What follows belongs to an exercise in optimizing a design on an open flow for small area; a production flow would make more cautious choices.
In this exercise RTL edits were held to simulation tests only and were not proved equivalent to the original.
Power is estimated from default activity; no workload was simulated.

==> flow/design.v, too long to show whole: its modules and the start of the top module <==
// module keypress: 166 lines
// module gamestate: 110 lines
// module Ken: 451 lines
// module Bat: 451 lines
// module ball: 884 lines
// module sf2_game: 57 lines
module sf2_game (
    input  logic       clk,
    input  logic       reset,         
    input  logic       frame_clk,     
    input  logic [7:0] key_code,      
    input  logic       key_press,     
    input  logic [9:0] draw_x,        
    input  logic [9:0] draw_y,
    output logic [9:0] ken_x,
    output logic [9:0] ken_y,
    output logic [9:0] bat_x,
    output logic [9:0] bat_y,
    output logic [5:0] ken_sprite,
    output logic [5:0] bat_sprite,
    output logic [9:0] ken_special_meter,
    output logic [9:0] bat_special_meter,
    output logic [9:0] background_x,
    output logic       ken_dead,
    output logic       bat_dead,
    output logic [3:0] game_state,
    output logic       game_screen,
    output logic       is_ken,
    output logic       is_bat,
    output logic       is_health,
    output logic       is_outline,
    output logic       is_special_bar,
    output logic       is_ken_projectile,
    output logic       is_bat_projectile,
    output logic       is_letter
);
  // ...
==> flow/run.sh <==
#!/bin/bash
# synth_recipe.tcl (not shown) runs the flow's synth.tcl, then flattens the netlist and writes it again
# the make line also repeats each setting of config.mk as NAME=value (left out here)
make -C /OpenROAD-flow-scripts/flow DESIGN_CONFIG=/design/flow/config.mk WORK_HOME=/design/flow/orfs CLKGATE_MAP_FILE= SYNTH_SCRIPT=/design/flow/synth_recipe.tcl finish
==> flow/config.mk <==
export PLATFORM = sky130hd
export DESIGN_NAME = sf2_game
export DESIGN_NICKNAME = sf2_game
export VERILOG_FILES = /design/flow/design.v
export SDC_FILE = /design/flow/constraint.sdc
export NUM_CORES = 4
export LEC_CHECK = 0
export CAP_MARGIN = 20
export CORE_MARGIN = 2
export CORE_UTILIZATION = 40
export SLEW_MARGIN = 20
==> flow/constraint.sdc <==
create_clock -name core_clock -period 12.0 [get_ports {clk}]
set_input_delay 2.4000 -clock core_clock [delete_from_list [all_inputs] [get_ports {clk}]]
set_output_delay 2.4000 -clock core_clock [all_outputs]
set_load 0.01 [all_outputs]
==> reports/qor.txt, run 1 <==
Status - timing/DRC/antenna clean
Gr usage total - 25.29%
Slowest stage cell on the critical path - dfxtp_1
RR Endpoint - ball_instance.Ryu_X_Motion[8]
Reg2reg path depth - 26
Met2 WL - 48,130 um
CP top delay family - buffers and inverters
Buffer share of cell area - 4.744%
CTS Buffer Depth - 3
Initial antenna violation count - 3
# DRC - 0
Worst-Skew Late Latency - 0.59 ns
Synth area leaders - dfxtp_1, ha_1, nor2_1, xnor2_1, a21oi_1
Die Wd - 283.5 um
CTS tree - built
Total negative slack - 0 ns
R2r startpoint - k.state[1]
Number of gates resized after cts - 0
Slowest stage delay, CP - 0.71 ns
Post-Layout Inst Area - 34,900 um^2
Cells after synthesis - 4,251
Die height - 283.5 um
# IOs - 129
Final Hold Viols - 0
Yosys cell types - 97
NetSw - 2416 uW
Register-to-register path setup slack - 3.12 ns
DRT Wirelength - 105,400 um
==> module keypress, before the edit <==
module keypress(input logic Clk, input logic Reset, input logic [7:0] keyCode, input logic press, output logic [13:0]keys);
logic [13:0] key ; 
always_ff @ (posedge Clk)
begin
	if (Reset)
		key <= 14'd0;
	else
	case (keyCode)
	8'h1d:  
	begin
		if(press == 1'b1)
		begin
			key[13] <= 1'b1;
		end
		else if(press == 1'b0)
		begin
			key[13] <= 1'b0;
		end
	end
	8'h1c:  
	begin
		if(press == 1'b1)
		begin
			key[12] <= 1'b1;
		end
		else if(press == 1'b0)
		begin
			key[12] <= 1'b0;
		end
	end
	8'h1b:  
	begin
		if(press == 1'b1)
		begin
			key[11] <= 1'b1;
		end
		else if(press == 1'b0)
		begin
			key[11] <= 1'b0;
		end
	end
	8'h23:  
	begin
		if(press == 1'b1)
		begin
			key[10] <= 1'b1;
		end
		else if(press == 1'b0)
		begin
			key[10] <= 1'b0;
		end
	end
	8'h2c:  
	begin
		if(press == 1'b1)
		begin
			key[9] <= 1'b1;
		end
		else if(press == 1'b0)
		begin
			key[9] <= 1'b0;
		end
	end
	8'h35:  
	begin
		if(press == 1'b1)
		begin
			key[8] <= 1'b1;
		end
		else if(press == 1'b0)
		begin
			key[8] <= 1'b0;
		end
	end
	8'h3c:  
	begin
		if(press == 1'b1)
		begin
			key[7] <= 1'b1;
		end
		else if(press == 1'b0)
		begin
			key[7] <= 1'b0;
		end
	end
	8'h41:  
	begin
		if(press == 1'b1)
		begin
			key[2] <= 1'b1;
		end
		else if(press == 1'b0)
		begin
			key[2] <= 1'b0;
		end
	end
	8'h49:  
	begin
		if(press == 1'b1)
		begin
			key[1] <= 1'b1;
		end
		else if(press == 1'b0)
		begin
			key[1] <= 1'b0;
		end
	end
	8'h4a:  
	begin
		if(press == 1'b1)
		begin
			key[0] <= 1'b1;
		end
		else if(press == 1'b0)
		begin
			key[0] <= 1'b0;
		end
	end
	8'h75:  
	begin
		if(press == 1'b1)
		begin
			key[6] <= 1'b1;
		end
		else if(press == 1'b0)
		begin
			key[6] <= 1'b0;
		end
	end
	8'h6b:  
	begin
		if(press == 1'b1)
		begin
			key[4] <= 1'b1;
		end
		else if(press == 1'b0)
		begin
			key[4] <= 1'b0;
		end
	end
	8'h72:  
	begin
		if(press == 1'b1)
		begin
			key[5] <= 1'b1;
		end
		else if(press == 1'b0)
		begin
			key[5] <= 1'b0;
		end
	end
	8'h74:  
	begin
		if(press == 1'b1)
		begin
			key[3] <= 1'b1;
		end
		else if(press == 1'b0)
		begin
			key[3] <= 1'b0;
		end
	end
	endcase
end
assign keys = key;
endmodule
==> module gamestate, before the edit <==
module gamestate(input logic Clk, input frame_clk, input logic Reset, input logic [13:0] keys, input logic ko, output logic st, output logic gamescreen, output logic dis, output logic [3:0] gamestate);
enum logic [3:0] {start, startgame, three, two, one, fight, game, KO} state, next_state;
logic [9:0] gameC;
assign gamestate = state;
logic frame_clk_delayed, frame_clk_rising_edge;
always_ff @ (posedge Clk)
begin
	if(Reset)
	begin
		state <= start;
		gameC <= 10'd0;
		frame_clk_delayed <= 1'b0;
		frame_clk_rising_edge <= 1'b0;
		st <= 1'b0;
		dis <= 1'b0;
	end
	else begin
	frame_clk_delayed <= frame_clk;
   frame_clk_rising_edge <= (frame_clk == 1'b1) && (frame_clk_delayed == 1'b0);
	if(frame_clk_rising_edge)
	begin
		state <= next_state;
		if(state == startgame)
			st <= 1'b1;
		else
			st <= 1'b0;
		if(state == startgame)
			gameC <= 10'd0;
		if(state == three || state == two || state == one || state == fight || state == KO)
		begin
			gameC <= gameC + 1;
			dis <= 1'b1;
		end
		else
			dis <= 1'b0;
	end
end
end
always_comb
begin
	case(state)
	start:
	begin
		gamescreen = 1'b1;
		if(keys[0] == 1)
			next_state = startgame;
		else
			next_state = start;
	end
	startgame:
	begin
		gamescreen = 1'b0;
		next_state = three;
	end
	three:
	begin
		gamescreen = 1'b0;
		if(gameC == 10'd90)
			next_state = two;
		else
			next_state = three;
	end
	two:
	begin
		gamescreen = 1'b0;
		if(gameC == 10'd180)
			next_state = one;
		else
			next_state = two;
	end
	one:
	begin
		gamescreen = 1'b0;
		if(gameC == 10'd270)
			next_state = fight;
		else
			next_state = one;
	end
	fight:
	begin
		gamescreen = 1'b0;
		if(gameC == 10'd360)
			next_state = game;
		else
			next_state = fight;
	end
	game:
	begin
		gamescreen = 1'b0;
		if(ko)
			next_state = KO;
		else 
			next_state = game;
	end
	KO:
	begin
		gamescreen = 1'b0;
		if(gameC == 10'd500)
			next_state = start;
		else
			next_state = KO;
	end
	default:
	begin
		gamescreen = 1'b0;
		next_state = start;
	end
	endcase
end
endmodule
==> module ball, before the edit <==
module  ball ( input         Clk,                 
                             Reset,               
                             frame_clk,           
               input [9:0]   DrawX, DrawY,        
					input [13:0]   keycode,
					input [5:0] ken,
					input [5:0] bat,
					input [13:0] key,
					input [7:0] jc,
					input [7:0] jc2,
               output logic  is_ryu,
					output logic  is_bat,
					output logic  [9:0]Ryu_X,
					output logic  [9:0]Ryu_Y, 
					output logic  [9:0]Bat_X,
					output logic  [9:0]Bat_Y,
					output logic bato,
					output logic keno,
					output logic ishealth,
					output logic isLetter,
					input logic bhit,
					input logic khit,
					input logic Kengen,
					input logic Batgen,
					output logic isoutline,
					output logic isSp,
					output logic batdead,
					output logic kendead,
					output logic [9:0] KS,
					output logic [9:0] BS,
					output logic isKenSpecial,
					output logic isBatSpecial,
					input logic [3:0] gamestate,
					output logic [9:0] KSP,
					output logic [9:0] BSP,
					output logic [9:0] bX 
              );
    parameter [9:0] Ryu_X_Center = 10'd150;   
    parameter [9:0] Ryu_Y_Center = 10'd279;   
    parameter [9:0] Ryu_X_Min = 10'd0;        
    parameter [9:0] Ryu_X_Max = 10'd639;      
    parameter [9:0] Ryu_Y_Min = 10'd0;        
    parameter [9:0] Ryu_Y_Max = 10'd479;      
    parameter [9:0] Ryu_X_Step = 10'd5;       
    parameter [9:0] Ryu_Y_Step = 10'd5;       
	 logic [9:0] Ryu_X_Size ; 
	 logic [9:0] Ryu_Y_Size ; 
	 logic [9:0] BatSpecial;
	 logic [9:0] KenSpecial;
	 logic [9:0] BatSpecialin;
	 logic [9:0] KenSpecialin;
	 logic bsp;
	 logic ksp;
	 parameter [9:0] Bat_X_Min = 10'd0;        
    parameter [9:0] Bat_X_Max = 10'd639;      
    parameter [9:0] Bat_Y_Min = 10'd0;        
    parameter [9:0] Bat_Y_Max = 10'd479;      
    parameter [9:0] Bat_X_Step = 10'd5;       
    parameter [9:0] Bat_Y_Step = 10'd5;       
	 parameter [9:0] Bat_X_Center = 10'd330;   
    parameter [9:0] Bat_Y_Center = 10'd279;   
	 logic [9:0] Bat_X_Size ; 
	 logic [9:0] Bat_Y_Size ; 
	 logic [9:0] Bat_Sp;
	 logic [9:0] Ken_Sp;
	 assign KS = Ken_Sp;
	 assign BS = Bat_Sp;
	 logic isSpesh;
	 logic backl;
	 logic backr;
	 assign bX = backX;
    logic [9:0] Ryu_X_Pos, Ryu_X_Motion, Ryu_Y_Pos, Ryu_Y_Motion;
    logic [9:0] Ryu_X_Pos_in, Ryu_X_Motion_in, Ryu_Y_Pos_in, Ryu_Y_Motion_in;
	 logic [9:0] Bat_X_Pos, Bat_X_Motion, Bat_Y_Pos, Bat_Y_Motion;
    logic [9:0] Bat_X_Pos_in, Bat_X_Motion_in, Bat_Y_Pos_in, Bat_Y_Motion_in;
	 logic bathit;
	 logic kenhit;
	 logic batleftmove;
	 logic kenleftmove;
	 logic [9:0] kenhealth;
	 logic [9:0] bathealth;
	 logic [9:0] backX;
	 logic batspecialhit;
	 logic kenspecialhit;
	 always_comb
	 begin
		keno = 1'b1;
		bato = 1'b0;
		if(bathealth == 10'd0)
			batdead=1'b1;
		else
			batdead=1'b0;
		if(kenhealth == 10'd0)
			kendead=1'b1;
		else
			kendead=1'b0;
	 end
	 always_comb
	 begin
		case(ken)
		6'b00000:
		begin
			Ryu_X_Size = 10'd100;
			Ryu_Y_Size = 10'd200; 
			Ryu_Y_Pos_in = 10'd479 - 10'd200 - 10'd25;
		end
		6'b00001:
		begin
			Ryu_X_Size = 10'd100;
			Ryu_Y_Size = 10'd200;
			Ryu_Y_Pos_in = 10'd479 - 10'd200 - 10'd25;
		end
		6'b000010:
		begin
			Ryu_X_Size = 10'd100;
			Ryu_Y_Size = 10'd205;
			Ryu_Y_Pos_in = 10'd479 - 10'd205 - 10'd25;
		end
		6'b000011:
		begin
			Ryu_X_Size = 10'd100;
			Ryu_Y_Size = 10'd210;
			Ryu_Y_Pos_in = 10'd479 - 10'd210 - 10'd25;
		end
		6'b000100:
		begin
			Ryu_X_Size = 10'd100;
			Ryu_Y_Size = 10'd200;
			Ryu_Y_Pos_in = 10'd479 - 10'd200 - 10'd25;
		end
		6'b000101:
		begin
			Ryu_X_Size = 10'd100;
			Ryu_Y_Size = 10'd200;
			Ryu_Y_Pos_in = 10'd479 - 10'd200 - 10'd25;
		end
		6'b000110:
		begin
			Ryu_X_Size = 10'd100;
			Ryu_Y_Size = 10'd200;
			Ryu_Y_Pos_in = 10'd479 - 10'd200 - 10'd25;
		end
		6'b000111:
		begin
			Ryu_X_Size = 10'd100;
			Ryu_Y_Size = 10'd200;
			Ryu_Y_Pos_in = 10'd479 - 10'd200 - 10'd25;
		end
		6'b001000:
		begin
			Ryu_X_Size = 10'd100;
			Ryu_Y_Size = 10'd200;
			Ryu_Y_Pos_in = 10'd479 - 10'd200 - 10'd25;
		end
		6'b001001:
		begin
			Ryu_X_Size = 10'd100;
			Ryu_Y_Size = 10'd200;
			Ryu_Y_Pos_in = 10'd479 - 10'd200 - 10'd25;
		end
		6'b001010:
		begin
			Ryu_X_Size = 10'd150;
			Ryu_Y_Size = 10'd200;
			Ryu_Y_Pos_in = 10'd479 - 10'd200 - 10'd25;
		end
		6'b001011:
		begin
			Ryu_X_Size = 10'd100;
			Ryu_Y_Size = 10'd200;
			Ryu_Y_Pos_in = 10'd479 - 10'd200 - 10'd25;
		end
		6'b001100:
		begin
			Ryu_X_Size = 10'd100;
			Ryu_Y_Size = 10'd200;
			Ryu_Y_Pos_in = 10'd479 - 10'd200 - 10'd25;
		end
		6'b001101:
		begin
			Ryu_X_Size = 10'd100;
			Ryu_Y_Size = 10'd200;
			Ryu_Y_Pos_in = 10'd479 - 10'd200 - 10'd25;
		end
		6'b001110:
		begin
			Ryu_X_Size = 10'd100;
			Ryu_Y_Size = 10'd205;
			Ryu_Y_Pos_in = 10'd479 - 10'd205 - 10'd25;
		end
		6'b001111:
		begin
			Ryu_X_Size = 10'd100;
			Ryu_Y_Size = 10'd210;
			Ryu_Y_Pos_in = 10'd479 - 10'd210 - 10'd25;
		end
		6'b010000:
		begin
			Ryu_X_Size = 10'd100;
			Ryu_Y_Size = 10'd200;
			Ryu_Y_Pos_in = 10'd479 - 10'd200 - 10'd25;
		end
		6'b010001:
		begin
			Ryu_X_Size = 10'd100;
			Ryu_Y_Size = 10'd200;
			Ryu_Y_Pos_in = 10'd479 - 10'd200 - 10'd25;
		end
		6'b010010:
		begin
			Ryu_X_Size = 10'd150;
			Ryu_Y_Size = 10'd200;
			Ryu_Y_Pos_in = 10'd479 - 10'd200 - 10'd25;
		end
		6'b010011:
		begin
			Ryu_X_Size = 10'd100;
			Ryu_Y_Size = 10'd200;
			Ryu_Y_Pos_in = 10'd479 - 10'd200 - 10'd25;
		end
		6'b010100:  
		begin
			Ryu_X_Size = 10'd100;
			Ryu_Y_Size = 10'd150;
			Ryu_Y_Pos_in = 10'd479 - 10'd150 - 10'd25;
		end
		6'b010101:  
		begin
			Ryu_X_Size = 10'd100;
			Ryu_Y_Size = 10'd150;
			Ryu_Y_Pos_in = 10'd479 - 10'd150 - 10'd25;
		end
		6'b010110:  
		begin
			Ryu_X_Size = 10'd150;
			Ryu_Y_Size = 10'd150;
			Ryu_Y_Pos_in = 10'd479 - 10'd150 - 10'd25;
		end
		6'b010111:  
		begin
			Ryu_X_Size = 10'd100;
			Ryu_Y_Size = 10'd150;
			Ryu_Y_Pos_in = 10'd479 - 10'd150 - 10'd25;
		end
		6'b011000:  
		begin
			Ryu_X_Size = 10'd100;
			Ryu_Y_Size = 10'd250;
			Ryu_Y_Pos_in = 10'd479 - 10'd250 - 10'd25;
		end
		6'b011001:  
		begin
			Ryu_X_Size = 10'd100;
			Ryu_Y_Size = 10'd250;
			Ryu_Y_Pos_in = 10'd479 - 10'd250 - 10'd6*jc - 10'd25;
		end
		6'b011010:  
		begin
			Ryu_X_Size = 10'd100;
			Ryu_Y_Size = 10'd150;
			Ryu_Y_Pos_in = 10'd479 - 10'd250 - 10'd6*jc - 10'd25;
		end
		6'b011011:  
		begin
			Ryu_X_Size = 10'd100;
			Ryu_Y_Size = 10'd150;
			Ryu_Y_Pos_in = 10'd479 - 10'd250 - 10'd6*10'd30 + 10'd3*(jc-8'd15) - 10'd25;
		end
		6'b011100:  
		begin
			Ryu_X_Size = 10'd100;
			Ryu_Y_Size = 10'd250;
			Ryu_Y_Pos_in = 10'd479 - 10'd250 - 10'd6*10'd30 + 10'd3*(jc-8'd15) - 10'd25;
		end
		6'b011101:
		begin
			Ryu_X_Size = 10'd150;
			Ryu_Y_Size = 10'd200;
			Ryu_Y_Pos_in = 10'd479 - 10'd200 - 10'd25;
		end
		6'b011110:
		begin
			Ryu_X_Size = 10'd150;
			Ryu_Y_Size = 10'd200;
			Ryu_Y_Pos_in = 10'd479 - 10'd200 - 10'd25;
		end
		6'b011111:
		begin
			Ryu_X_Size = 10'd150;
			Ryu_Y_Size = 10'd200;
			Ryu_Y_Pos_in = 10'd479 - 10'd200 - 10'd25;
		end
		6'b100000:
		begin
			Ryu_X_Size = 10'd150;
			Ryu_Y_Size = 10'd200;
			Ryu_Y_Pos_in = 10'd479 - 10'd200 - 10'd25;
		end
		6'b100001:
		begin
		   Ryu_X_Size = 10'd150;
			Ryu_Y_Size = 10'd100;
			Ryu_Y_Pos_in = 10'd479 - 10'd100 - 10'd25;
		end
		6'b100010:
		begin
		   Ryu_X_Size = 10'd150;
			Ryu_Y_Size = 10'd100;
			Ryu_Y_Pos_in = 10'd479 - 10'd100 - 10'd25;
		end
		6'b100011:
		begin
		   Ryu_X_Size = 10'd200;
			Ryu_Y_Size = 10'd50;
			Ryu_Y_Pos_in = 10'd479 - 10'd50 - 10'd25;
		end
		default:
		begin
			Ryu_X_Size = 10'd100;
			Ryu_Y_Size = 10'd200;
			Ryu_Y_Pos_in = 10'd479 - 10'd200 - 10'd25;
		end
		endcase
	 end
	 always_comb
	 begin
		case(bat)
		6'b000000:
		begin
			Bat_X_Size = 10'd100;
			Bat_Y_Size = 10'd200;
			Bat_Y_Pos_in = 10'd479 - 10'd200 - 10'd25;
		end
		6'b000001:
		begin
			Bat_X_Size = 10'd100;
			Bat_Y_Size = 10'd200;
			Bat_Y_Pos_in = 10'd479 - 10'd200 - 10'd25;
		end
		6'b000010:
		begin
			Bat_X_Size = 10'd100;
			Bat_Y_Size = 10'd205;
			Bat_Y_Pos_in = 10'd479 - 10'd205 - 10'd25;
		end
		6'b000011:
		begin
			Bat_X_Size = 10'd100;
			Bat_Y_Size = 10'd210;
			Bat_Y_Pos_in = 10'd479 - 10'd210 - 10'd25;
		end
		6'b00100:
		begin
			Bat_X_Size = 10'd100;
			Bat_Y_Size = 10'd200;
			Bat_Y_Pos_in = 10'd479 - 10'd200 - 10'd25;
		end
		6'b000101:
		begin
			Bat_X_Size = 10'd100;
			Bat_Y_Size = 10'd200;
			Bat_Y_Pos_in = 10'd479 - 10'd200 - 10'd25;
		end
		6'b000110:
		begin
			Bat_X_Size = 10'd100;
			Bat_Y_Size = 10'd200;
			Bat_Y_Pos_in = 10'd479 - 10'd200 - 10'd25;
		end
		6'b000111:
		begin
			Bat_X_Size = 10'd100;
			Bat_Y_Size = 10'd200;
			Bat_Y_Pos_in = 10'd479 - 10'd200 - 10'd25;
		end
		6'b001000:
		begin
			Bat_X_Size = 10'd100;
			Bat_Y_Size = 10'd200;
			Bat_Y_Pos_in = 10'd479 - 10'd200 - 10'd25;
		end
		6'b001001:
		begin
			Bat_X_Size = 10'd100;
			Bat_Y_Size = 10'd200;
			Bat_Y_Pos_in = 10'd479 - 10'd200 - 10'd25;
		end
		6'b001010:
		begin
			Bat_X_Size = 10'd150;
			Bat_Y_Size = 10'd200;
			Bat_Y_Pos_in = 10'd479 - 10'd200 - 10'd25;
		end
		6'b001011:
		begin
			Bat_X_Size = 10'd100;
			Bat_Y_Size = 10'd200;
			Bat_Y_Pos_in = 10'd479 - 10'd200 - 10'd25;
		end
		6'b001100:
		begin
			Bat_X_Size = 10'd100;
			Bat_Y_Size = 10'd200;
			Bat_Y_Pos_in = 10'd479 - 10'd200 - 10'd25;
		end
		6'b001101:
		begin
			Bat_X_Size = 10'd100;
			Bat_Y_Size = 10'd200;
			Bat_Y_Pos_in = 10'd479 - 10'd200 - 10'd25;
		end
		6'b001110:
		begin
			Bat_X_Size = 10'd100;
			Bat_Y_Size = 10'd205;
			Bat_Y_Pos_in = 10'd479 - 10'd205 - 10'd25;
		end
		6'b001111:
		begin
			Bat_X_Size = 10'd100;
			Bat_Y_Size = 10'd210;
			Bat_Y_Pos_in = 10'd479 - 10'd210 - 10'd25;
		end 
		6'b010000:
		begin
			Bat_X_Size = 10'd100;
			Bat_Y_Size = 10'd200;
			Bat_Y_Pos_in = 10'd479 - 10'd200 - 10'd25;
		end
		6'b010001:
		begin
			Bat_X_Size = 10'd100;
			Bat_Y_Size = 10'd200;
			Bat_Y_Pos_in = 10'd479 - 10'd200 - 10'd25;
		end
		6'b010010:
		begin
			Bat_X_Size = 10'd150;
			Bat_Y_Size = 10'd200;
			Bat_Y_Pos_in = 10'd479 - 10'd200 - 10'd25;
		end
		6'b010011:
		begin
			Bat_X_Size = 10'd100;
			Bat_Y_Size = 10'd200;
			Bat_Y_Pos_in = 10'd479 - 10'd200 - 10'd25;
		end
		6'b010100:  
		begin
			Bat_X_Size = 10'd100;
			Bat_Y_Size = 10'd150;
			Bat_Y_Pos_in = 10'd479 - 10'd150 - 10'd25;
		end
		6'b010101:  
		begin
			Bat_X_Size = 10'd100;
			Bat_Y_Size = 10'd150;
			Bat_Y_Pos_in = 10'd479 - 10'd150 - 10'd25;
		end
		6'b010110:  
		begin
			Bat_X_Size = 10'd150;
			Bat_Y_Size = 10'd150;
			Bat_Y_Pos_in = 10'd479 - 10'd150 - 10'd25;
		end
		6'b010111:  
		begin
			Bat_X_Size = 10'd100;
			Bat_Y_Size = 10'd150;
			Bat_Y_Pos_in = 10'd479 - 10'd150 - 10'd25;
		end
		6'b011000:  
		begin
			Bat_X_Size = 10'd100;
			Bat_Y_Size = 10'd250;
			Bat_Y_Pos_in = 10'd479 - 10'd250 - 10'd25;
		end
		6'b011001:  
		begin
			Bat_X_Size = 10'd100;
			Bat_Y_Size = 10'd200;
			Bat_Y_Pos_in = 10'd479 - 10'd200 - 10'd15*jc2 - 10'd25;
		end
		6'b011010:  
		begin
			Bat_X_Size = 10'd100;
			Bat_Y_Size = 10'd200;
			Bat_Y_Pos_in = 10'd479 - 10'd200 - 10'd15*jc2 - 10'd25;
		end
		6'b011011:  
		begin
			Bat_X_Size = 10'd100;
			Bat_Y_Size = 10'd250;
			Bat_Y_Pos_in = 10'd479 - 10'd250 - 10'd175 + 10'd3*(jc2-8'd15) - 10'd25;
		end
		6'b011100:  
		begin
			Bat_X_Size = 10'd100;
			Bat_Y_Size = 10'd250;
			Bat_Y_Pos_in = 10'd479 - 10'd250 - 10'd175 + 10'd3*(jc2-8'd15) - 10'd25;
		end
		6'b011101:
		begin
			Bat_X_Size = 10'd100;
			Bat_Y_Size = 10'd200;
			Bat_Y_Pos_in = 10'd479 - 10'd200 - 10'd25;
		end
		6'b011110:
		begin
			Bat_X_Size = 10'd100;
			Bat_Y_Size = 10'd200;
			Bat_Y_Pos_in = 10'd479 - 10'd200 - 10'd25;
		end
		6'b011111:
		begin
			Bat_X_Size = 10'd150;
			Bat_Y_Size = 10'd200;
			Bat_Y_Pos_in = 10'd479 - 10'd200 - 10'd25;
		end
		6'b100000:
		begin
			Bat_X_Size = 10'd100;
			Bat_Y_Size = 10'd200;
			Bat_Y_Pos_in = 10'd479 - 10'd200 - 10'd25;
		end
		6'b100001:
		begin
			Bat_X_Size = 10'd150;
			Bat_Y_Size = 10'd100;
			Bat_Y_Pos_in = 10'd479 - 10'd100 - 10'd25;
		end
		6'b100010:
		begin
			Bat_X_Size = 10'd150;
			Bat_Y_Size = 10'd100;
			Bat_Y_Pos_in = 10'd479 - 10'd100 - 10'd25;
		end
		6'b100011:
		begin
			Bat_X_Size = 10'd200;
			Bat_Y_Size = 10'd50;
			Bat_Y_Pos_in = 10'd479 - 10'd50 - 10'd25;
		end
		default:
		begin
			Bat_X_Size = 10'd100;
			Bat_Y_Size = 10'd200;
			Bat_Y_Pos_in = 10'd479 - 10'd200 - 10'd25;
		end 
		endcase
	 end
	 assign Ryu_X = Ryu_X_Pos;
	 assign Ryu_Y = Ryu_Y_Pos;
	 assign Bat_X = Bat_X_Pos;
	 assign Bat_Y = Bat_Y_Pos;
    logic frame_clk_delayed, frame_clk_rising_edge;
    always_ff @ (posedge Clk) begin
        if (Reset) begin
            frame_clk_delayed <= 1'b0;
            frame_clk_rising_edge <= 1'b0;
        end else begin
            frame_clk_delayed <= frame_clk;
            frame_clk_rising_edge <= (frame_clk == 1'b1) && (frame_clk_delayed == 1'b0);
        end
    end
    logic [9:0] kenhealth_n, bathealth_n, backX_n;
    logic ksp_n, bsp_n;
    always_comb
    begin
        kenhealth_n = kenhealth;
        bathealth_n = bathealth;
        backX_n = backX;
        ksp_n = ksp;
        bsp_n = bsp;
		   if(bhit && kenhit && kenhealth_n >= 10'd5)
			begin
				kenhealth_n = kenhealth_n - 10'd5;
			end
			if(khit && bathit && bathealth_n >= 10'd5)
			begin
				bathealth_n = bathealth_n - 10'd5;
			end
			if(batspecialhit == 1'b1)
			begin
				if(bathealth_n >= 10'd20)
				bathealth_n = bathealth_n - 10'd20;
				else if(bathealth_n < 10'd20 && bathealth_n > 10'd0)
				bathealth_n = 10'd0;
				ksp_n = 1'b0;
			end
			if(kenspecialhit == 1'b1)
			begin
				if(kenhealth_n >= 10'd20)
				kenhealth_n = kenhealth_n - 10'd20;
				else if(kenhealth_n < 10'd20 && kenhealth_n > 10'd0)
				kenhealth_n = 10'd0;
				bsp_n = 1'b0;
			end
			if(backl == 1'b1)
				backX_n = backX_n - 10'd5;
			if(backr == 1'b1)
				backX_n = backX_n + 10'd5;
			if(Kengen)
				ksp_n = 1'b1;
			if(Batgen)
				bsp_n = 1'b1;
    end
    always_ff @ (posedge Clk)
    begin
        if (Reset)
        begin
            Ryu_X_Pos <= Ryu_X_Center;
            Ryu_Y_Pos <= 10'd10;
            Ryu_X_Motion <= 10'd0;
            Ryu_Y_Motion <= 10'd0;
				Bat_X_Pos <= 10'd550;
            Bat_Y_Pos <= 10'd10;
            Bat_X_Motion <= 10'd0;
            Bat_Y_Motion <= 10'd0;
				kenhealth <= 10'd200;
				bathealth <= 10'd200;
				Ken_Sp <= 10'd0;
				Bat_Sp <= 10'd0;
				ksp <= 1'b0;
				bsp <= 1'b0;
				KenSpecial <= 10'd0;
				BatSpecial <= 10'd0;
				backX <= 10'd106;
        end
        else
        begin
            Ryu_X_Pos <= Ryu_X_Pos_in;
				Ryu_Y_Pos <= Ryu_Y_Pos_in;
            Ryu_X_Motion <= Ryu_X_Motion_in;
            Ryu_Y_Motion <= Ryu_Y_Motion_in;
            Bat_X_Pos <= Bat_X_Pos_in;
				Bat_Y_Pos <= Bat_Y_Pos_in;
            Bat_X_Motion <= Bat_X_Motion_in;
            Bat_Y_Motion <= Bat_Y_Motion_in;
				KenSpecial <= KenSpecialin;
				BatSpecial <= BatSpecialin;
		  if(frame_clk_rising_edge)
		  begin
				kenhealth <= kenhealth_n;
				bathealth <= bathealth_n;
				backX <= backX_n;
				ksp <= ksp_n;
				bsp <= bsp_n;
			if(bhit && kenhit && Bat_Sp < 200)
			begin
				Bat_Sp <= Bat_Sp + 10'd20;
			end
			if(khit && bathit && Ken_Sp < 200)
			begin
				Ken_Sp <= Ken_Sp + 10'd20;
			end
			if(Kengen)
			begin
				Ken_Sp <= 10'd0;
			end
			if(Batgen)
			begin
				Bat_Sp <= 10'd0;
			end
		  end
        end
    end
	 always_comb
	 begin
			KenSpecialin = KenSpecial;
			BatSpecialin = BatSpecial;
		if(frame_clk_rising_edge)
		begin
		if(ksp == 1'b0)
			KenSpecialin = Ryu_X_Pos + Ryu_X_Size + 10'd5;
		else
			KenSpecialin = KenSpecial + 10'd5;
		if(bsp == 1'b0)
			BatSpecialin = Bat_X_Pos - Bat_X_Size - 10'd5;
		else
			BatSpecialin = BatSpecial - 10'd5;
		end
	 end
    always_comb
    begin
		  batspecialhit = 1'b0;
		  kenspecialhit = 1'b0;
		  bathit = 1'b0;
		  kenhit = 1'b0;
		  backl = 1'b0;
		  backr = 1'b0;
		  batleftmove = 1'b0;
		  kenleftmove = 1'b0;
		  Ryu_X_Pos_in = Ryu_X_Pos;
		  Ryu_X_Motion_in = Ryu_X_Motion;
		  Ryu_Y_Motion_in = Ryu_Y_Motion;
		  Bat_X_Pos_in = Bat_X_Pos;
		  Bat_X_Motion_in = Bat_X_Motion;
		  Bat_Y_Motion_in = Bat_Y_Motion;
        if (frame_clk_rising_edge)
        begin
			if(keno == 1'b1)
			begin
				if(Bat_X_Pos - Bat_X_Size <= KenSpecial && ksp == 1)
				begin
					batspecialhit = 1'b1;
					Bat_X_Motion_in = Bat_X_Step;
				end
				else if(Ryu_X_Pos + Ryu_X_Size >= BatSpecial && bsp == 1)
				begin
					kenspecialhit = 1'b1;
					Ryu_X_Motion_in = ~(Ryu_X_Step) + 1'b1;
				end
				else if(Ryu_X_Pos + Ryu_X_Size >= Bat_X_Pos - Bat_X_Size) 
				begin
					if((ken == 6'd18 && bat != 6'd20)|| ken == 6'd10 || ken == 6'd22)
					begin
						bathit = 1'b1;
						Bat_X_Pos_in = Ryu_X_Pos + Ryu_X_Size + Bat_X_Size + 1'b1;
					end
					else if((bat == 6'd18&& ken != 6'd20) || bat == 6'd22 || bat == 6'd10)
					begin
						kenhit = 1'b1;
						Ryu_X_Pos_in = Bat_X_Pos - Bat_X_Size - Ryu_X_Size - 1'b1;
						if(Ryu_X_Pos_in + 10'd50 < 10'd55)
						begin
							Ryu_X_Pos_in = 10'd5;
							Bat_X_Pos_in = 10'd5 + Ryu_X_Size+Bat_X_Size;
						end
					end
					else
					begin
						Bat_X_Motion_in = Bat_X_Step;
						Ryu_X_Motion_in = (~(Ryu_X_Step) + 1'b1);
					end
				end
				else
				begin  
					if ( Ryu_X_Pos + Ryu_X_Size >= Ryu_X_Max)
					begin  
						Ryu_X_Motion_in = (~(Ryu_X_Step) + 1'b1);
					end  
					else if ( Ryu_X_Pos + 10'd50<= Ryu_X_Min + 10'd6 + 10'd50)
					begin 
						if(Bat_X_Pos + 10'd5 <= Bat_X_Max && backX >= 10'd5)
						begin
							Ryu_X_Pos_in = Ryu_X_Pos + 10'd5;
							Bat_X_Pos_in = Bat_X_Pos + 10'd5;
							backl = 1'b1;
						end
						else
						Ryu_X_Motion_in = Ryu_X_Step;
					end  
					else
					begin  
						if(ken == 6'b001001 || ken == 6'b001010 || ken == 6'b001011 || ken == 6'b001000 ||
							ken == 6'b010000 || ken == 6'b010001 || ken == 6'b010010 || ken == 6'b010011 ||
							ken == 6'b010100 || ken == 6'b010101 || ken == 6'b010110 || ken == 6'b010111 ||
							ken == 6'b011101 || ken == 6'b011110 || ken == 6'b011111 || ken == 6'b100000)
							Ryu_X_Motion_in = 10'd0;
						else if(key[12] == 1'b1)
							Ryu_X_Motion_in = (~(Ryu_X_Step) + 1'b1);
						else if(key[10] == 1'b1) 
							Ryu_X_Motion_in = Ryu_X_Step;
						else
							Ryu_X_Motion_in = 10'd0;
					end  
					if ( Bat_X_Pos >= Bat_X_Max)
					begin  
						if(Ryu_X_Pos > Ryu_X_Min + 10'd10 && backX <= 10'd208)
						begin
							Ryu_X_Pos_in = Ryu_X_Pos - 10'd5;
							Bat_X_Pos_in = Bat_X_Pos - 10'd5;
							backr = 1'b1;
						end
						else
						Bat_X_Motion_in = (~(Bat_X_Step) + 1'b1);
					end  
					else if (Bat_X_Pos - Bat_X_Size <= Bat_X_Min + 3'd5)
					begin 
						Bat_X_Motion_in = Bat_X_Step;
					end 
					else
					begin 
						if(bat == 6'b001001 || bat == 6'b001010 || bat == 6'b001011 || bat == 6'b001000 ||
							bat == 6'b010000 || bat == 6'b010001 || bat == 6'b010010 || bat == 6'b010011 ||
							bat == 6'b010100 || bat == 6'b010101 || bat == 6'b010110 || bat == 6'b010111 ||
							bat == 6'b011101 || bat == 6'b011110 || bat == 6'b011111 || bat == 6'b100000)
							Bat_X_Motion_in = 10'd0;
						else if(key[4] == 1'b1)
							Bat_X_Motion_in = (~(Bat_X_Step) + 1'b1);
						else if(key[3] == 1'b1) 
							Bat_X_Motion_in = Bat_X_Step;
						else
							Bat_X_Motion_in = 10'd0;
					end 
				end 
		   end 
			 if(bathit == 1'b0 && kenhit == 1'b0 && backr == 1'b0 && backl == 1'b0)
			 begin
			 Ryu_X_Pos_in = Ryu_X_Pos + Ryu_X_Motion;
			 Bat_X_Pos_in = Bat_X_Pos + Bat_X_Motion;
		    end
	 end  
	end  
	always_comb
	begin
		isSpesh = 1'b0;
		if((DrawX > 10'd5 && DrawX < Ken_Sp + 10'd5 && DrawY > 10'd25 && DrawY < 10'd35) || 
		(DrawX + Bat_Sp > 10'd434 + 10'd200 && DrawX < 10'd634 && DrawY > 10'd25 && DrawY < 10'd35))
		begin
			isSpesh = 1'b1;
		end
	end
	 always_comb
	 begin
		ishealth = 1'b0;
		isoutline = 1'b0;
		if(
		(
		(DrawY == 10'd5 || DrawY == 10'd25)&&
		((DrawX >= 10'd5 && DrawX <= 10'd205) || (DrawX >= 10'd434 && DrawX <= 10'd634))
		)|| 
		(
		(DrawX == 10'd5 || DrawX == 10'd205 || DrawX == 10'd434 || DrawX == 10'd634) 
		&& 
		(DrawY >= 10'd5 && DrawY <= 10'd25))
		)
		begin
			isoutline = 1'b1;
		end
		else if((DrawX > 10'd5 && DrawX < kenhealth + 10'd5 && DrawY > 10'd5 && DrawY < 10'd25) || 
		(DrawX + bathealth > 10'd434 + 10'd200 && DrawX < 10'd634 && DrawY > 10'd5 && DrawY < 10'd25))
		begin
			ishealth = 1'b1;
		end
	 end
    always_comb begin
		if(keno == 1'b1) 
		begin
			if(DrawX >= 10'd283 && DrawX < 10'd358 && DrawY >= 10'd150 && DrawY < 10'd225 && (gamestate == 4'b0010 || gamestate == 4'b0011 || gamestate == 4'b0100))
				isLetter = 1'b1;
			else if(DrawX >= 10'd270 && DrawX < 10'd370 && DrawY >= 10'd150 && DrawY < 10'd225 && (gamestate == 4'b0111))
				isLetter = 1'b1;
			else if(DrawX >= 10'd220 && DrawX < 10'd420 && DrawY >= 10'd150 && DrawY < 10'd225 && (gamestate == 4'b0101))
				isLetter = 1'b1;
			else
				isLetter = 1'b0;
        if (DrawX >= Ryu_X_Pos && DrawX < (Ryu_X_Pos + Ryu_X_Size) && DrawY >= Ryu_Y_Pos && DrawY < (Ryu_Y_Pos + Ryu_Y_Size)) 
            is_ryu = 1'b1;
        else
            is_ryu = 1'b0;
        if (DrawX >= (Bat_X_Pos - Bat_X_Size) && DrawX < Bat_X_Pos && DrawY >= Bat_Y_Pos && DrawY < (Bat_Y_Pos + Bat_Y_Size)) 
            is_bat = 1'b1;
        else
            is_bat = 1'b0;
		  if (DrawX >= KenSpecial && DrawX < KenSpecial + 10'd50 && DrawY >= (10'd479 - 10'd200) && DrawY < (10'd479 - 10'd150) && ksp == 1'b1)
				isKenSpecial = 1'b1;
			else
				isKenSpecial = 1'b0;
		  if (DrawX + 10'd50 >= BatSpecial&& DrawX < BatSpecial && DrawY >= (10'd479 - 10'd200) && DrawY < (10'd479 - 10'd150) && bsp == 1'b1)
				isBatSpecial = 1'b1;
			else
				isBatSpecial = 1'b0;	
		end
		else
		begin
			isLetter =1'b0;
			isBatSpecial = 1'b0;
			isKenSpecial = 1'b0;
		  if (DrawX >= (Ryu_X_Pos - Ryu_X_Size) && DrawX < Ryu_X_Pos && DrawY >= Ryu_Y_Pos && DrawY < (Ryu_Y_Pos + Ryu_Y_Size)) 
            is_ryu = 1'b1;
        else
            is_ryu = 1'b0;
        if (DrawX >= Bat_X_Pos && DrawX < (Bat_X_Pos + Bat_X_Size) && DrawY >= Bat_Y_Pos && DrawY < (Bat_Y_Pos + Bat_Y_Size)) 
            is_bat = 1'b1;
        else
            is_bat = 1'b0;
		end
    end
	 	 assign isSp = isSpesh;
		 assign KSP = KenSpecial;
		 assign BSP = BatSpecial;
endmodule
==> run 2: changes to the inputs <==
==> flow/design.v (replaced) <==
module keypress (
    input  logic        Clk,
    input  logic        Reset,
    input  logic [7:0]  keyCode,
    input  logic        press,
    output logic [13:0] keys
);
    always_ff @(posedge Clk) begin
        if (Reset)
            keys <= 14'd0;
        else
            case (keyCode)
                8'h1d: keys[13] <= press;   
                8'h1c: keys[12] <= press;   
                8'h1b: keys[11] <= press;   
                8'h23: keys[10] <= press;   
                8'h2c: keys[9]  <= press;   
                8'h35: keys[8]  <= press;   
                8'h3c: keys[7]  <= press;   
                8'h75: keys[6]  <= press;   
                8'h72: keys[5]  <= press;   
                8'h6b: keys[4]  <= press;   
                8'h74: keys[3]  <= press;   
                8'h41: keys[2]  <= press;   
                8'h49: keys[1]  <= press;   
                8'h4a: keys[0]  <= press;   
                default: ;
            endcase
    end
endmodule
module gamestate (
    input  logic       Clk,
    input  logic       Reset,
    input  logic       fre,         
    input  logic       start_key,   
    input  logic       ko,
    output logic       gamescreen,
    output logic [3:0] gamestate
);
    localparam logic [2:0] START = 3'd0, STARTGAME = 3'd1, THREE = 3'd2, TWO = 3'd3,
                           ONE = 3'd4, FIGHT = 3'd5, GAME = 3'd6, KO = 3'd7;
    logic [2:0] state, next_state;
    logic [8:0] gameC;
    assign gamestate  = {1'b0, state};
    assign gamescreen = (state == START);
    always_comb begin
        next_state = state;
        case (state)
            START:     if (start_key) next_state = STARTGAME;
            STARTGAME: next_state = THREE;
            THREE:     if (gameC == 9'd90)  next_state = TWO;
            TWO:       if (gameC == 9'd180) next_state = ONE;
            ONE:       if (gameC == 9'd270) next_state = FIGHT;
            FIGHT:     if (gameC == 9'd360) next_state = GAME;
            GAME:      if (ko) next_state = KO;
            KO:        if (gameC == 9'd500) next_state = START;
        endcase
    end
    always_ff @(posedge Clk) begin
        if (Reset) begin
            state <= START;
            gameC <= 9'd0;
        end else if (fre) begin
            state <= next_state;
            if (state == STARTGAME)
                gameC <= 9'd0;
            else if (state != START && state != GAME)
                gameC <= gameC + 9'd1;
        end
    end
endmodule
module fighter #(
    parameter int CW = 6,             
    parameter int J3 = 35,            
    parameter int J4 = 45             
) (
    input  logic          Clk,
    input  logic          Reset,
    input  logic          fre,
    input  logic          kj,         
    input  logic          kc,         
    input  logic          kk,         
    input  logic          kp,         
    input  logic          kw,         
    input  logic          ks,         
    input  logic          full,       
    input  logic          isdead,
    output logic [5:0]    state,
    output logic [CW-1:0] cnt,
    output logic          hit,
    output logic          gen
);
    localparam logic [5:0]
        StartI = 6'd0, Idle1 = 6'd1, Idle2 = 6'd2, Idle3 = 6'd3,
        StartW = 6'd4, Walk1 = 6'd5, Walk2 = 6'd6, Walk3 = 6'd7,
        StartP = 6'd8, Punch1 = 6'd9, Punch2 = 6'd10, Punch3 = 6'd11,
        StartPu = 6'd12, Punish1 = 6'd13, Punish2 = 6'd14, Punish3 = 6'd15,
        StartK = 6'd16, Kick1 = 6'd17, Kick2 = 6'd18, Kick3 = 6'd19,
        Crouch = 6'd20, StartCP = 6'd21, CrouchP = 6'd22, CrouchPunish = 6'd23,
        StartJ = 6'd24, Jump1 = 6'd25, Jump2 = 6'd26, Jump3 = 6'd27, Jump4 = 6'd28,
        StartSpesh = 6'd29, Spesh1 = 6'd30, Spesh2 = 6'd31, Spesh3 = 6'd32,
        StartKO = 6'd33, KO1 = 6'd34, KO2 = 6'd35;
    logic [5:0] next_state;
    logic       is_start;
    always_comb begin
        next_state = StartI;
        case (state)
            StartI:  next_state = Idle1;
            Idle1, Idle2, Idle3: begin
                if (kj) next_state = StartJ;
                else if (kc) next_state = Crouch;
                else if (kk) next_state = StartK;
                else if (kp) next_state = StartP;
                else if (kw) next_state = StartW;
                else if (ks && full) next_state = StartSpesh;
                else if (state == Idle1 && (cnt == 8))  next_state = Idle2;
                else if (state == Idle2 && (cnt == 16)) next_state = Idle3;
                else if (state == Idle3 && (cnt == 24)) next_state = StartI;
                else if (isdead) next_state = StartKO;
                else next_state = state;
            end
            StartW:  next_state = Walk1;
            Walk1, Walk2, Walk3: begin
                if (kj) next_state = StartJ;
                else if (kc) next_state = Crouch;
                else if (kk) next_state = StartK;
                else if (kp) next_state = StartP;
                else if (!kw) next_state = StartI;
                else if (ks && full) next_state = StartSpesh;
                else if (state == Walk1 && (cnt == 8))  next_state = Walk2;
                else if (state == Walk2 && (cnt == 16)) next_state = Walk3;
                else if (state == Walk3 && (cnt == 24)) next_state = StartW;
                else if (isdead) next_state = StartKO;
                else next_state = state;
            end
            StartP:  next_state = Punch1;
            Punch1:  next_state = (cnt == 3)  ? Punch2  : Punch1;
            Punch2:  next_state = (cnt == 10) ? Punch3  : Punch2;
            Punch3:  next_state = (cnt == 15) ? StartPu : Punch3;
            StartPu: next_state = Punish1;
            Punish1: next_state = !(kp || kk) ? StartI : (cnt == 8)  ? Punish2 : Punish1;
            Punish2: next_state = !(kp || kk) ? StartI : (cnt == 16) ? Punish2 : Punish3;
            Punish3: next_state = !(kp || kk) ? StartI : (cnt == 24) ? StartPu : Punish3;
            StartK:  next_state = Kick1;
            Kick1:   next_state = (cnt == 3)  ? Kick2   : Kick1;
            Kick2:   next_state = (cnt == 10) ? Kick3   : Kick2;
            Kick3:   next_state = (cnt == 15) ? StartPu : Kick3;
            Crouch:  next_state = kc ? (kp ? StartCP : Crouch) : isdead ? StartKO : StartI;
            StartCP: next_state = CrouchP;
            CrouchP: next_state = (cnt == 5) ? CrouchPunish : CrouchP;
            CrouchPunish: next_state = kp ? CrouchPunish : Crouch;
            StartJ:  next_state = Jump1;
            Jump1:   next_state = (cnt == 5)  ? Jump2 : Jump1;
            Jump2:   next_state = (cnt == 15) ? Jump3 : Jump2;
            Jump3:   next_state = (cnt == J3) ? Jump4 : Jump3;
            Jump4:   next_state = (cnt == J4) ? StartI : Jump4;
            StartSpesh: next_state = Spesh1;
            Spesh1:  next_state = (cnt == 15) ? Spesh2 : Spesh1;
            Spesh2:  next_state = (cnt == 30) ? Spesh3 : Spesh2;
            Spesh3:  next_state = (cnt == 45) ? StartI : Spesh3;
            StartKO: next_state = KO1;
            KO1:     next_state = (cnt == 10) ? KO2 : KO1;
            KO2:     next_state = isdead ? KO2 : StartI;
            default: next_state = StartI;
        endcase
    end
    assign is_start = (state == StartI) || (state == StartW) || (state == StartP) ||
                      (state == StartPu) || (state == StartK) || (state == StartCP) ||
                      (state == StartJ) || (state == StartSpesh) || (state == StartKO);
    always_ff @(posedge Clk) begin
        if (Reset) begin
            state <= StartI;
            cnt   <= '0;
            hit   <= 1'b0;
            gen   <= 1'b0;
        end else if (fre) begin
            state <= next_state;
            cnt   <= is_start ? '0 : cnt + 1'b1;
            hit   <= ((state == Punch1 || state == Kick1) && (cnt == 3)) ||
                     (state == CrouchP && (cnt == 0));
            gen   <= (state == Spesh3) && (cnt == 44);
        end
    end
endmodule
module ball (
    input  logic       Clk,
    input  logic       Reset,
    input  logic       fre,
    input  logic [9:0] DrawX,
    input  logic [9:0] DrawY,
    input  logic [5:0] ken,
    input  logic [5:0] bat,
    input  logic [5:0] jc,           
    input  logic [6:0] jc2,          
    input  logic       k_left, k_right, b_left, b_right,
    input  logic       khit, bhit, Kengen, Batgen,
    input  logic [3:0] gamestate,
    output logic [9:0] Ryu_X, Ryu_Y, Bat_X, Bat_Y,
    output logic [9:0] KS, BS,
    output logic       ks_full, bs_full,
    output logic [9:0] bX,
    output logic       kendead, batdead,
    output logic       is_ryu, is_bat, ishealth, isoutline, isSp,
    output logic       isKenSpecial, isBatSpecial, isLetter
);
    logic [9:0] RX, BX, RY, BY;
    logic       rpos, rneg, bpos, bneg;       
    logic [7:0] kh, bh;                       
    logic [3:0] kk, bk;                       
    logic       ksp, bsp;                     
    logic [9:0] KSpec, BSpec;                 
    logic [7:0] backX;
    logic [9:0] RS, BSz, RYS, BYS, RY_in, BY_in;
    always_comb begin
        case (ken)
            6'd10, 6'd18, 6'd22, 6'd29, 6'd30, 6'd31, 6'd32, 6'd33, 6'd34: RS = 10'd150;
            6'd35: RS = 10'd200;
            default: RS = 10'd100;
        endcase
        case (bat)
            6'd10, 6'd18, 6'd22, 6'd31, 6'd33, 6'd34: BSz = 10'd150;
            6'd35: BSz = 10'd200;
            default: BSz = 10'd100;
        endcase
    end
    always_comb begin
        case (ken)
            6'd2, 6'd14:  begin RYS = 10'd205; RY_in = 10'd249; end
            6'd3, 6'd15:  begin RYS = 10'd210; RY_in = 10'd244; end
            6'd20, 6'd21, 6'd22, 6'd23: begin RYS = 10'd150; RY_in = 10'd304; end
            6'd24: begin RYS = 10'd250; RY_in = 10'd204; end
            6'd25: begin RYS = 10'd250; RY_in = 10'd204 - 10'd6 * {6'd0, jc[3:0]}; end
            6'd26: begin RYS = 10'd150; RY_in = 10'd204 - 10'd6 * {6'd0, jc[3:0]}; end
            6'd27: begin RYS = 10'd150; RY_in = 10'd3 * {4'd0, jc} - 10'd21; end
            6'd28: begin RYS = 10'd250; RY_in = 10'd3 * {4'd0, jc} - 10'd21; end
            6'd33, 6'd34: begin RYS = 10'd100; RY_in = 10'd354; end
            6'd35: begin RYS = 10'd50;  RY_in = 10'd404; end
            default: begin RYS = 10'd200; RY_in = 10'd254; end
        endcase
        case (bat)
            6'd2, 6'd14:  begin BYS = 10'd205; BY_in = 10'd249; end
            6'd3, 6'd15:  begin BYS = 10'd210; BY_in = 10'd244; end
            6'd20, 6'd21, 6'd22, 6'd23: begin BYS = 10'd150; BY_in = 10'd304; end
            6'd24: begin BYS = 10'd250; BY_in = 10'd204; end
            6'd25, 6'd26: begin BYS = 10'd200; BY_in = 10'd254 - 10'd15 * {6'd0, jc2[3:0]}; end
            6'd27, 6'd28: begin BYS = 10'd250; BY_in = 10'd3 * {3'd0, jc2} - 10'd16; end
            6'd33, 6'd34: begin BYS = 10'd100; BY_in = 10'd354; end
            6'd35: begin BYS = 10'd50;  BY_in = 10'd404; end
            default: begin BYS = 10'd200; BY_in = 10'd254; end
        endcase
    end
    logic [9:0] RE, BL;
    assign RE = RX + RS;       
    assign BL = BX - BSz;      
    logic c_bsp, c_ksp, coll, katk, batk, bathit, kenhit, bump, free;
    logic kwall, kleft, backl, bwall, bleftw, backr, kstill, bstill;
    logic [9:0] kt, RX_n, BX_n;
    logic rpos_n, rneg_n, bpos_n, bneg_n;
    always_comb begin
        c_bsp  = ksp && (BL <= KSpec);
        c_ksp  = !c_bsp && bsp && (RE >= BSpec);
        coll   = !c_bsp && !c_ksp && (RE >= BL);
        katk   = (ken == 6'd18 && bat != 6'd20) || ken == 6'd10 || ken == 6'd22;
        batk   = (bat == 6'd18 && ken != 6'd20) || bat == 6'd22 || bat == 6'd10;
        bathit = coll && katk;
        kenhit = coll && !katk && batk;
        bump   = coll && !katk && !batk;
        free   = !c_bsp && !c_ksp && !coll;
        kwall  = RE >= 10'd639;
        kleft  = !kwall && (RX + 10'd50 <= 10'd56);
        backl  = free && kleft && (BX + 10'd5 <= 10'd639) && (backX >= 8'd5);
        bwall  = BX >= 10'd639;
        backr  = free && bwall && (RX > 10'd10) && (backX <= 8'd208);
        bleftw = !bwall && (BL <= 10'd5);
        kstill = (ken >= 6'd8 && ken <= 6'd11) || (ken >= 6'd16 && ken <= 6'd23) || (ken >= 6'd29 && ken <= 6'd32);
        bstill = (bat >= 6'd8 && bat <= 6'd11) || (bat >= 6'd16 && bat <= 6'd23) || (bat >= 6'd29 && bat <= 6'd32);
        rpos_n = rpos;
        rneg_n = rneg;
        if (c_ksp || bump || (free && kwall)) begin
            rpos_n = 1'b0; rneg_n = 1'b1;
        end else if (free && kleft) begin
            if (!backl) begin rpos_n = 1'b1; rneg_n = 1'b0; end
        end else if (free) begin
            rpos_n = !kstill && !k_left && k_right;
            rneg_n = !kstill && k_left;
        end
        bpos_n = bpos;
        bneg_n = bneg;
        if (c_bsp || bump || (free && bleftw)) begin
            bpos_n = 1'b1; bneg_n = 1'b0;
        end else if (free && bwall) begin
            if (!backr) begin bpos_n = 1'b0; bneg_n = 1'b1; end
        end else if (free) begin
            bpos_n = !bstill && !b_left && b_right;
            bneg_n = !bstill && b_left;
        end
        kt = BL - RS - 10'd1;
        if (bathit) begin
            RX_n = RX;
            BX_n = RE + BSz + 10'd1;
        end else if (kenhit) begin
            if (kt + 10'd50 < 10'd55) begin
                RX_n = 10'd5;
                BX_n = 10'd5 + RS + BSz;
            end else begin
                RX_n = kt;
                BX_n = BX;
            end
        end else if (backr) begin
            RX_n = RX - 10'd5;
            BX_n = BX - 10'd5;
        end else if (backl) begin
            RX_n = RX + 10'd5;
            BX_n = BX + 10'd5;
        end else begin
            RX_n = rpos ? RX + 10'd5 : rneg ? RX - 10'd5 : RX;
            BX_n = bpos ? BX + 10'd5 : bneg ? BX - 10'd5 : BX;
        end
    end
    logic [7:0] kh_n, bh_n, backX_n;
    logic [3:0] kk_n, bk_n;
    logic       ksp_n, bsp_n;
    always_comb begin
        kh_n = kh;
        if (bhit && kenhit && kh >= 8'd5) kh_n = kh - 8'd5;
        if (c_ksp) kh_n = (kh >= 8'd20) ? kh - 8'd20 : 8'd0;
        bh_n = bh;
        if (khit && bathit && bh >= 8'd5) bh_n = bh - 8'd5;
        if (c_bsp) bh_n = (bh >= 8'd20) ? bh - 8'd20 : 8'd0;
        backX_n = backX;
        if (backl && !backr) backX_n = backX - 8'd5;
        if (backr && !backl) backX_n = backX + 8'd5;
        ksp_n = Kengen ? 1'b1 : c_bsp ? 1'b0 : ksp;
        bsp_n = Batgen ? 1'b1 : c_ksp ? 1'b0 : bsp;
        kk_n = kk;
        if (khit && bathit && kk != 4'd10) kk_n = kk + 4'd1;
        if (Kengen) kk_n = 4'd0;
        bk_n = bk;
        if (bhit && kenhit && bk != 4'd10) bk_n = bk + 4'd1;
        if (Batgen) bk_n = 4'd0;
    end
    always_ff @(posedge Clk) begin
        if (Reset) begin
            RX <= 10'd150;
            BX <= 10'd550;
            RY <= 10'd10;
            BY <= 10'd10;
            rpos <= 1'b0; rneg <= 1'b0;
            bpos <= 1'b0; bneg <= 1'b0;
            kh <= 8'd200;
            bh <= 8'd200;
            kk <= 4'd0;
            bk <= 4'd0;
            ksp <= 1'b0;
            bsp <= 1'b0;
            KSpec <= 10'd0;
            BSpec <= 10'd0;
            backX <= 8'd106;
        end else begin
            RY <= RY_in;
            BY <= BY_in;
            if (fre) begin
                RX <= RX_n;
                BX <= BX_n;
                rpos <= rpos_n; rneg <= rneg_n;
                bpos <= bpos_n; bneg <= bneg_n;
                kh <= kh_n;
                bh <= bh_n;
                kk <= kk_n;
                bk <= bk_n;
                ksp <= ksp_n;
                bsp <= bsp_n;
                backX <= backX_n;
                KSpec <= ksp ? KSpec + 10'd5 : RE + 10'd5;
                BSpec <= bsp ? BSpec - 10'd5 : BL - 10'd5;
            end
        end
    end
    logic [9:0] KSv, BSv;
    assign KSv = {kk, 4'd0} + {2'd0, kk, 2'd0};
    assign BSv = {bk, 4'd0} + {2'd0, bk, 2'd0};
    assign KS = KSv;
    assign BS = BSv;
    assign ks_full = (kk == 4'd10);
    assign bs_full = (bk == 4'd10);
    assign Ryu_X = RX;
    assign Ryu_Y = RY;
    assign Bat_X = BX;
    assign Bat_Y = BY;
    assign bX = {2'd0, backX};
    assign kendead = (kh == 8'd0);
    assign batdead = (bh == 8'd0);
    logic y_sp, y_hp;
    always_comb begin
        y_sp = DrawY > 10'd25 && DrawY < 10'd35;
        isSp = y_sp && ((DrawX > 10'd5 && DrawX < KSv + 10'd5) ||
                        (DrawX < 10'd634 && DrawX + BSv > 10'd634));
        isoutline = ((DrawY == 10'd5 || DrawY == 10'd25) &&
                     ((DrawX >= 10'd5 && DrawX <= 10'd205) || (DrawX >= 10'd434 && DrawX <= 10'd634))) ||
                    ((DrawX == 10'd5 || DrawX == 10'd205 || DrawX == 10'd434 || DrawX == 10'd634) &&
                     (DrawY >= 10'd5 && DrawY <= 10'd25));
        y_hp = DrawY > 10'd5 && DrawY < 10'd25;
        ishealth = !isoutline && y_hp &&
                   ((DrawX > 10'd5 && DrawX < {2'd0, kh} + 10'd5) ||
                    (DrawX < 10'd634 && DrawX + {2'd0, bh} > 10'd634));
        isLetter = DrawY >= 10'd150 && DrawY < 10'd225 &&
                   ((DrawX >= 10'd283 && DrawX < 10'd358 &&
                     (gamestate == 4'd2 || gamestate == 4'd3 || gamestate == 4'd4)) ||
                    (DrawX >= 10'd270 && DrawX < 10'd370 && gamestate == 4'd7) ||
                    (DrawX >= 10'd220 && DrawX < 10'd420 && gamestate == 4'd5));
        is_ryu = DrawX >= RX && DrawX < RE && DrawY >= RY && DrawY < RY + RYS;
        is_bat = DrawX >= BL && DrawX < BX && DrawY >= BY && DrawY < BY + BYS;
        isKenSpecial = ksp && DrawX >= KSpec && DrawX < KSpec + 10'd50 &&
                       DrawY >= 10'd279 && DrawY < 10'd329;
        isBatSpecial = bsp && DrawX + 10'd50 >= BSpec && DrawX < BSpec &&
                       DrawY >= 10'd279 && DrawY < 10'd329;
    end
endmodule
module sf2_game (
    input  logic       clk,
    input  logic       reset,         
    input  logic       frame_clk,     
    input  logic [7:0] key_code,      
    input  logic       key_press,     
    input  logic [9:0] draw_x,        
    input  logic [9:0] draw_y,
    output logic [9:0] ken_x,
    output logic [9:0] ken_y,
    output logic [9:0] bat_x,
    output logic [9:0] bat_y,
    output logic [5:0] ken_sprite,
    output logic [5:0] bat_sprite,
    output logic [9:0] ken_special_meter,
    output logic [9:0] bat_special_meter,
    output logic [9:0] background_x,
    output logic       ken_dead,
    output logic       bat_dead,
    output logic [3:0] game_state,
    output logic       game_screen,
    output logic       is_ken,
    output logic       is_bat,
    output logic       is_health,
    output logic       is_outline,
    output logic       is_special_bar,
    output logic       is_ken_projectile,
    output logic       is_bat_projectile,
    output logic       is_letter
);
    logic [13:0] keys;
    logic [5:0]  kcnt;
    logic [6:0]  bcnt;
    logic        khit, bhit, kengen, batgen, kfull, bfull;
    logic frame_clk_delayed, fre;
    always_ff @(posedge clk) begin
        if (reset) begin
            frame_clk_delayed <= 1'b0;
            fre <= 1'b0;
        end else begin
            frame_clk_delayed <= frame_clk;
            fre <= frame_clk && !frame_clk_delayed;
        end
    end
    keypress key (.Clk(clk), .Reset(reset), .keyCode(key_code), .press(key_press), .keys(keys));
    gamestate gms (.Clk(clk), .Reset(reset), .fre(fre), .start_key(keys[0]),
                   .ko(ken_dead | bat_dead), .gamescreen(game_screen), .gamestate(game_state));
    fighter #(.CW(6), .J3(35), .J4(45)) k (
        .Clk(clk), .Reset(reset), .fre(fre),
        .kj(keys[13]), .kc(keys[11]), .kk(keys[8]), .kp(keys[9]),
        .kw(keys[12] | keys[10]), .ks(keys[7]), .full(kfull), .isdead(ken_dead),
        .state(ken_sprite), .cnt(kcnt), .hit(khit), .gen(kengen));
    fighter #(.CW(7), .J3(55), .J4(75)) b (
        .Clk(clk), .Reset(reset), .fre(fre),
        .kj(keys[6]), .kc(keys[5]), .kk(keys[1]), .kp(keys[2]),
        .kw(keys[4] | keys[3]), .ks(keys[0]), .full(bfull), .isdead(bat_dead),
        .state(bat_sprite), .cnt(bcnt), .hit(bhit), .gen(batgen));
    ball ball_instance (
        .Clk(clk), .Reset(reset), .fre(fre), .DrawX(draw_x), .DrawY(draw_y),
        .ken(ken_sprite), .bat(bat_sprite), .jc(kcnt), .jc2(bcnt),
        .k_left(keys[12]), .k_right(keys[10]), .b_left(keys[4]), .b_right(keys[3]),
        .khit(khit), .bhit(bhit), .Kengen(kengen), .Batgen(batgen),
        .gamestate(game_state),
        .Ryu_X(ken_x), .Ryu_Y(ken_y), .Bat_X(bat_x), .Bat_Y(bat_y),
        .KS(ken_special_meter), .BS(bat_special_meter),
        .ks_full(kfull), .bs_full(bfull), .bX(background_x),
        .kendead(ken_dead), .batdead(bat_dead),
        .is_ryu(is_ken), .is_bat(is_bat), .ishealth(is_health), .isoutline(is_outline),
        .isSp(is_special_bar), .isKenSpecial(is_ken_projectile),
        .isBatSpecial(is_bat_projectile), .isLetter(is_letter));
endmodule
==> run 2 against run 1 <==
Utilization is 0.099 points lower. Sequential power is 53% lower. Non-clock buffer count is 17 lower. Count of clock-buffer cells in the layout shrank 36. Hold slack improved by 0.0038 ns. Largest cell class unchanged. Area after synthesis decreased by 33%. Clock power shrank 59%. First-iteration DRC count down 29%.
==> reports/qor.txt, run 2 <==
CP Max Fanout - 22
Die height - 232.1 um (-18%)
Max reg flops - 14
Grt total ovfl - 0
Critical Path Start - k.state[3]
Die Wd - 232.1 um (-18%)
Worst slack, placed - 2.730 ns
WP data required - 9.60 ns
CTS Buffer Depth - 2 (-1)
Synth area leaders - ha_1, dfxtp_1, a21oi_1, nor2_1, o21ai_0
Filler Cells Inserted - 5,181
Area of the die - 53,860 um^2
Commonest non-fill, non-tap cell in the layout - ha_1
CP Launch Type - flop
Yosys warning count - 6
Final WS setup - 2.076 ns
Gr usage total - 27.68% (+2.4 points)
Via count - 21,920
Post-synth EDFFs - 0
GPL Wtd Cong - 0.9638
Unrepaired setup endpoints after global routing - no
Vias in the first global route - 20,540
Tot Pwr - 1644 uW
Leakage - 0.009466 uW
Total negative slack - 0 ns (unchanged)
Slowest stage cell on the critical path - dfxtp_1
Register-to-register path setup slack - 2.97 ns (-0.15 ns)
Sequential element share of the synthesized area - 14.91%
Synth area leader - ha_1
Nets - 3,257
Rows - 83
Hold_buf cts - 0
Synth cell count leaders - ha_1, nor2_1, nand2_1, a21oi_1, inv_1
Remaining antenna violation count - 0
Status - timing/DRC/antenna clean
F_max - 100.8 MHz
Worst-Skew Late Latency - 0.50 ns (-0.09 ns)
CTS Buf Count - 17
Max-slew headroom - 29.86%
Cells after synthesis - 2,844 (-33%)
Number of gates resized after cts - 0 (unchanged)
CP arrival - 7.52 ns
Avg Vias per Cell - 6.122
Hold Crit Class - flop to flop
Synth Register Bits - 155
Detailed placement HPWL - 57,260 um
Mean Syn Cell Area - 7.316 um^2
Initial antenna violation count - 2 (-1)
Syn Std Cell Area - 20,810 um^2
CTS clk-pin slew, worst paths - 0.06 ns
DR iter-0 viols - 2,057
Fin. max-slew vios - 0
VDD IR max - 0.0001175 V
Tmin final - 9.924 ns
Slew @ Worst Pin - 1.043 ns
R2r startpoint - k.state[3]
Top cell type's share of synthesized area - 19.24%
First-pass GRT wire length - 116,900 um
Critical path type - flop to output pin
Post-Layout Cell Count - 3,580
Post-Layout Inst Area - 23,140 um^2 (-34%)
Placed Area - 22,600 um^2
CP endpoint kind - output pin
Sequential standard cell area - 3104 um^2
Synth Flop Type - dfxtp_1
Drt first pass iters - 6
Cell with the most instances after synthesis - ha_1
Core box area - 51,410 um^2
Area delta synth->final - 11.23%
Slowest stage delay, CP - 0.78 ns (+0.07 ns)
Hold_sp - frame_clk_delayed
Biggest register - key.keys
Initial core utilization - 40.47%
Layout cells sized above 1 - 3.932%
Yosys cell types - 101 (+4.1%)
# IOs - 129 (unchanged)
Max-cap violations - 0
# DRC - 0 (unchanged)
Post-CTS setup buffers - 0
Multi-input logic area - 16,420 um^2
Asr flop ratio synth - 0%
CTS tree - built
CP dominant cell by count - inv_1
Clock sink count - 155
Final Hold Viols - 0 (unchanged)
DR WL/cell - 21.07 um
Final worst-path cycle share - 82.70%
CTS H-tree depth - 4
PD cells - 71.03 nW/um^2
DRT Wirelength - 75,450 um (-28%)
Setup Skew - 0.01810 ns
Clk root buf - clkbuf_16
Most frequent cells in the layout - ha_1, nor2_1, nand2_1
Placed cell count - 3,549
Final setup violation count - 0
Largest net degree at the start of global routing - 72
Port bufs - 119
Cell Chain, Critical Path - nor2b_1, a22oi_1, o32ai_1, buf_4, inv_1, ha_1, inv_1, nand2_1, inv_1, ha_1, inv_1, fa_1, nor2b_1, o21ai_0, xnor2_1, inv_1, ha_1, o21a_1, o21ai_0, nand2b_1, a21oi_1, o21ai_0, nor4_1, clkdlybuf4s50_1
## run 2: cells by family (layout without fill, tap and decap cells)
kind of cell | count (synthesis) | count (layout) | share of synthesized area (%)
and+or+nand+nor | 973 | 973 | 22.72
AOI/OAI and AO/OA | 846 | 846 | 26.58
buffers and inverters | 336 | 383 | 6.416
muxes | 36 | 36 | 1.744
xor gates and xnor gates | 156 | 156 | 6.567
DFF | 155 | 155 | 14.91
adders and majority gates | 340 | 340 | 21.02
other | 2 | 11 | 0.03610
## run 2: critical path: cells and delay by family, from the launching register on
kind | cells | cell delay, ns
buf+inv | 7 | 1.55
flops | 1 | 0.78
compound gates | 7 | 1.40
fa+ha+maj | 4 | 1.15
simple gates | 5 | 1.52
xor+xnor | 1 | 0.65
## run 2: path summary, 6_finish.rpt
check | to | cells after the start
setup / recovery | is_ken | 24
hold reg to reg | fre | 1
setup reg to reg | ball_instance.BX[9] | 29
hold / removal | fre | 1
## run 2: power by group
part           switching [uW]  internal (uW)  total [uW]  leakage, uW
Combinational             344            215         559      0.00795
Clock                     255            279         534     0.000262
Sequential               23.2            528         551      0.00126
## run 2: cell type report
cell class | instances | area share [%]
antenna | 1 | 0.01081
clock buffer | 21 | 2.033
clock inverter | 9 | 0.2811
inverter | 191 | 3.098
multi-input combinational | 2361 | 70.96
sequential | 155 | 13.41
tap | 680 | 3.676
timing repair buffer | 162 | 6.531
## run 2: metal layers
metal | vias up | global-route usage [%] | share of wire [%]
li1 | 10420 | - | -
met1 | 10390 | 37.40 | 44
met2 | 947 | 43.74 | 44
met5 | - | 0 | 0.015
met4 | 2 | 10.88 | 3.3
met3 | 158 | 4.629 | 7.8
## run 2: per-stage QoR
step / util (%) / hold slack, ns
CTS: 45.01 / 0.3762
detailed placement: 43.96 / 0.3672
floorplan: - / 0.3674
finish: 45.02 / 0.3760
global route: 45.02 / 0.3917
global placement: 43.95 / 0.3639

afterwards: timing with drivers on the ports:
How much do the figures lean on ideal ports? The routed layouts below were timed once more, with nothing changed but the port constraints.
Step 1 assumes that a clkbuf_16 drives the clock port and a buf_2 every other input.
Step 2 moves the port delays by t, midway between the first and last clock arrival at a register: inputs arrive t later, outputs are due t later. That takes back most of the time a late clock gives input paths.
a / b / c = ideal / step 1 / step 2; a / b = the first two.
run	t (ns)	setup slack, ns	slew at the worst register clock pin (ns)
run 1	0.643	1.728 / 1.660 / 2.303	0.06 / 0.06
run 2	0.550	2.076 / 2.018 / 2.568	0.08 / 0.08
After both steps setup and hold are still met in every run listed.
